Context: an optimization exercise on an open-source flow, tuned for small area and a short achievable clock period. The choices shown serve that exercise and are no tape-out recipe.
In this exercise RTL edits were held to simulation tests only and were not proved equivalent to the original.
Power figures rest on the tool's default switching activity, not on a simulated workload.

$ cat design/flow/config.mk
export PLATFORM = sky130hd
export DESIGN_NAME = mac
export DESIGN_NICKNAME = mac
export VERILOG_FILES = /design/flow/design.v
export SDC_FILE = /design/flow/constraint.sdc
export NUM_CORES = 4
export LEC_CHECK = 0
export CAP_MARGIN = 20
export CORE_MARGIN = 2
export CORE_UTILIZATION = 40
export SLEW_MARGIN = 20
$ cat design/flow/constraint.sdc
create_clock -name core_clock -period 6.0 [get_ports {clk}]
set_input_delay 1.2000 -clock core_clock [delete_from_list [all_inputs] [get_ports {clk}]]
set_output_delay 1.2000 -clock core_clock [all_outputs]
set_load 0.01 [all_outputs]
$ cat design/flow/design.v
`default_nettype wire
`timescale 1 ns / 1 ps
parameter STEP    = 10;
parameter DWIDTH  = 16;
parameter LWIDTH  = 16;
parameter WAVSIZE = 16;
parameter CORE    = 4;
parameter CORELOG = 2;
parameter NETSIZE = 10;
module mac
  ( input                       clk
  , input                       xrst
  , input                       out_en
  , input                       accum_we
  , input                       reset
  , input  signed [DWIDTH-1:0]  x
  , input  signed [DWIDTH-1:0]  w
  , output signed [DWIDTH-1:0]  y
  );
  wire signed [2*DWIDTH-1:0] pro;
  wire signed [DWIDTH-1:0]   pro_short;
  reg signed [DWIDTH-1:0] x$;
  reg signed [DWIDTH-1:0] w$;
  reg signed [DWIDTH-1:0] y$;
  reg signed [DWIDTH-1:0] accum$;
  reg signed [2*DWIDTH-1:0] pro$;
  reg signed [DWIDTH-1:0] pro_short$;
  assign pro = x$ * w$;
  assign pro_short = round(pro$);
  assign y = y$;
  always @(posedge clk)
    if (!xrst)
      x$ <= 0;
    else
      x$ <= x;
  always @(posedge clk)
    if (!xrst)
      w$ <= 0;
    else
      w$ <= w;
  always @(posedge clk)
    if (!xrst)
      y$ <= 0;
    else if (out_en)
      y$ <= accum$;
  always @(posedge clk)
    if (!xrst)
      accum$ <= 0;
    else if (reset)
      accum$ <= 0;
    else if (accum_we)
      accum$ <= accum$ + pro_short$;
  always @(posedge clk)
    if (!xrst)
      pro$ <= 0;
    else
      pro$ <= pro;
  always @(posedge clk)
    if (!xrst)
      pro_short$ <= 0;
    else
      pro_short$ <= pro_short;
  function signed [DWIDTH-1:0] round;
    input signed [2*DWIDTH-1:0] data;
    if (data[2*DWIDTH-DWIDTH/2-2] == 1 && data[DWIDTH/2-1:0] == 0)
      round = $signed({
                data[2*DWIDTH-DWIDTH/2-2],
                data[2*DWIDTH-DWIDTH/2-2:DWIDTH/2] - 1'b1
              });
    else
      round = $signed({
                data[2*DWIDTH-DWIDTH/2-2],
                data[2*DWIDTH-DWIDTH/2-2:DWIDTH/2]
              });
  endfunction
endmodule
$ cat design/flow/run.sh
#!/bin/bash
# synth_recipe.tcl (not shown) runs the flow's synth.tcl, then flattens the netlist and writes it again
# the make line also repeats each setting of config.mk as NAME=value (left out here)
make -C /OpenROAD-flow-scripts/flow DESIGN_CONFIG=/design/flow/config.mk WORK_HOME=/design/flow/orfs CLKGATE_MAP_FILE= SYNTH_SCRIPT=/design/flow/synth_recipe.tcl finish
==> results.toml <==
[logic_synthesis]
yosysTopAreaCell = "fa_1"
synth_fa_ha_area_share_pct = 40.99
async_reset_ff_share_pct = 0
synth_cells = 1220
yosysWarnings = 1
synth-simple-area-share_pct = 19.88
synth-edff-count = 0
syn_area_um2 = 11280
synth_area_leaders = "fa_1 (31%), dfxtp_1 (18%), and2_1 (9.9%)"
syn-num-nets = 1521
synth.distinct_cells = 57
synth_xor_area_share_pct = 4.503
synth_area_per_cell_um2 = 9.248
synth.area.mux_share_pct = 2.495
synth_compound_area_share_pct = 4.636
synth_top_area_share_pct = 31.23
synth_seq_cells = 103
synthFlopType = "dfxtp_1"
yosysSeqAreaShare_pct = 18.28
synth_top_family_by_area = "adder cells"

[die]
rows = 61
floorplan.initialDensity_pct = 40.61
die_w_um = 171.9
core_um2 = 27780
dieArea_um2 = 29570
io_pins = 53
die_h_um = 171.9

[cells_and_area]
drive_above_1_share_pct = 4.972
regArea_um2 = 2074
mostFrequentLayoutCell = "inv_1"
antenna_cells = 0
fin_util_pct = 45.36
syn_to_final_growth_pct = 11.70
fill_cells = 2705
layout.nets = 1563
final_cell_mix = "inv_1 (235), and2_1 (179), fa_1 (176)"
multi_input_area_um2 = 8180

[sta]
finalHoldViolations = 0
slew_headroom_pct = 37.76
tightest_slew_ps = 930.7
setup_viol = 0
final.min_clock_period_ps = 5747
fin_setup_tns_ps = 0
min_period_over_period_pct = 95.79
skew_ps = 17.85
rsz0062_at_grt = "no"
drv_slew = 0
holdWs_ps = 502.3
max_freq_ghz = 0.1740

[cts]
ctsHoldBuffers = 0
insertion_delay_ps = 370
cts_tree = "done"
htreeDepth = 3
cts_made_buffers = 9
clk_pin_slew_ps = 80
clock_path_buffers = 2
cts_root_buf = "clkbuf_16"
numClockSinks = 103

[placement]
globalplace.congestion = 0.8490
numPortBuffers = 52
dp_hpwl_mm = 18.75

[global_routing]
grt_max_degree = 88
antenna_found_initial = 0
grt_usage_pct = 16.66
gr-total-overflow = 0
grt_pass1_wl_mm = 38.79
grt_pass1_vias = 7924

[route]
num_vias = 7704
antenna_left = 0
first_pass_iters = 5
drc = 0
drtIter0Drc = 267
wl_per_cell_um = 13.92
avgViaCountPerCell = 4.683
drt-total-wl_mm = 22.90

[pwr]
p_leak_nw = 5.924
p_switching_mw = 1.067
p_per_area_nw_per_um2 = 219.6
p_seq_share_pct = 31.7
p_sw_share_pct = 38.54
combPwrFrac_pct = 45.0
p_clk_share_pct = 23.3
power_mw = 2.767
internal_power_mw = 1.701
vdd_ir_drop_max_v = 0.0001405

[worst_setup_path]
crit_type = "flip-flop to flip-flop"
end_kind = "flip-flop"
worstPathRequired_ps = 6250
arrival_ps = 6000
critical_path.startpoint_type = "flip-flop"
cp_max_fo = 10

[status]
status = "timing/DRC/antenna clean"

[min_path]
worstHoldPathType = "flip-flop to flip-flop"

[run]
drv_cap = 0
## state kept, by name, indices dropped and copies added (netlist names)
signal	flops
accum$	16
pro$	23
pro_short$	16
w$	16
x$	16
y$	16
## worst paths after layout
check / start / endpoint / slack (ps) / depth (start not counted)
max: w$[8] / pro$[22] / 250 / 19
min: accum$[13] / accum$[13] / 500 / 2
max reg2reg: w$[8] / pro$[22] / 250 / 19
min reg2reg: accum$[13] / accum$[13] / 500 / 2
## layout make-up
type / count / share of cell area [%]
Inverter: 235 / 7.000
Clock buffer: 9 / 1.787
Sequential cell: 103 / 16.46
Multi-Input combinational cell: 841 / 64.91
Tap cell: 378 / 3.753
Timing Repair Buffer: 72 / 5.282
Clock inverter: 7 / 0.8042
## cells by family (layout without fill, tap and decap cells)
logic type               count (synthesis)  count (layout)
AO/OA/AOI/OAI                           80              80
XOR/XNOR                                58              58
adder cells (fa/ha/maj)                264             264
buffers and inverters                  276             323
flip-flops                             103             103
multiplexers                            28              28
AND/OR/NAND/NOR                        411             411
## power by group through the flow
stage | clock network, mW | registers (mW) | logic [mW]
2_1_floorplan | 0 | 0.846 | 0.994
3_3_place_gp | 0 | 0.890 | 1.24
3_5_place_dp | 0 | 0.892 | 1.26
4_1_cts | 0.670 | 0.876 | 1.27
5_1_grt | 0.694 | 0.888 | 1.44
6_report | 0.644 | 0.878 | 1.25
## cells in the mapped netlist, types with 2 or more instances
cell type / n
inv_1: 235
and2_1: 179
fa_1: 176
nand2_1: 115
dfxtp_1: 103
ha_1: 88
xnor2_1: 44
clkbuf_1: 39
nor2_1: 39
mux2i_1: 27
a21oi_1: 24
nor2b_1: 17
o21ai_0: 14
xor2_1: 14
nor3_1: 11
nand3_1: 8
nand2b_1: 7
a21o_1: 6
and3_1: 6
o21a_1: 6
a211oi_1: 5
a31oi_1: 4
or3_1: 4
a21boi_1: 3
nand4_1: 3
nor3b_1: 3
a31o_2: 2
and3b_1: 2
nand3b_1: 2
nor4_1: 2
nor4_2: 2
o211ai_1: 2
o21ai_1: 2
o31a_1: 2
or4_4: 2
## per-layer routing
metal  GRT usage, %  up-vias  wire (um)
met1          21.94     3751      10700
met5              0        -          0
li1               -     3780          -
met3          2.701       23       1100
met2          28.64      150      10790
met4          4.202        0        311
## critical path, cell delays in order (launching register included)
cell,delay (ps)
dfxtp_1,660
nand2_1,140
fa_1,540
inv_1,60
fa_1,500
inv_1,60
fa_1,530
inv_1,50
fa_1,450
fa_1,500
inv_1,50
fa_1,470
inv_1,40
ha_1,320
nand2_1,110
or4b_4,550
nand4_2,140
nand4_1,120
and3_1,190
o21a_1,160
## per-stage QoR
step / instance area, um^2 / std cells / worst slack, ps
finish: 12600 / 1645 / 252.6
global route: 12600 / 1645 / 2.632
CTS: 12590 / 1645 / 112.3
detailed placement: 12260 / 1629 / 163.3
global placement: 12260 / 1629 / 270.5
floorplan: 11280 / 1220 / 521.7
## timing repair
action / in CTS / in global routing
gates resized for setup: 0 / 10
setup endpoints to repair: 0 / 4
buffers inserted: 0 / 0

-- separate check: timing with driven ports --
Ports are ideal in the flow. The routed layout listed here was re-timed in OpenROAD.
Step 1 assumes that a clkbuf_16 drives the clock port and a buf_2 every other input.
Step 2 adds t to the input delays and takes it off the output delays; t is the mean of the earliest and latest rising clock arrival at the registers after step 1. Input paths then give back, and output paths get back, about the clock's delay inside the block.
Slacks: ideal ports / drivers / drivers and shift; pairs: ideal ports / drivers.
t (ns): 0.408
setup WS [ns]: 0.253 / 0.253 / 0.253
hold WS [ns]: 0.502 / 0.502 / 0.502
worst setup path at the end: register to register
After both steps this run still meets setup and hold. For this run, drivers alone change the setup slack by 0.000 ns; drivers and shift together by 0.000 ns.
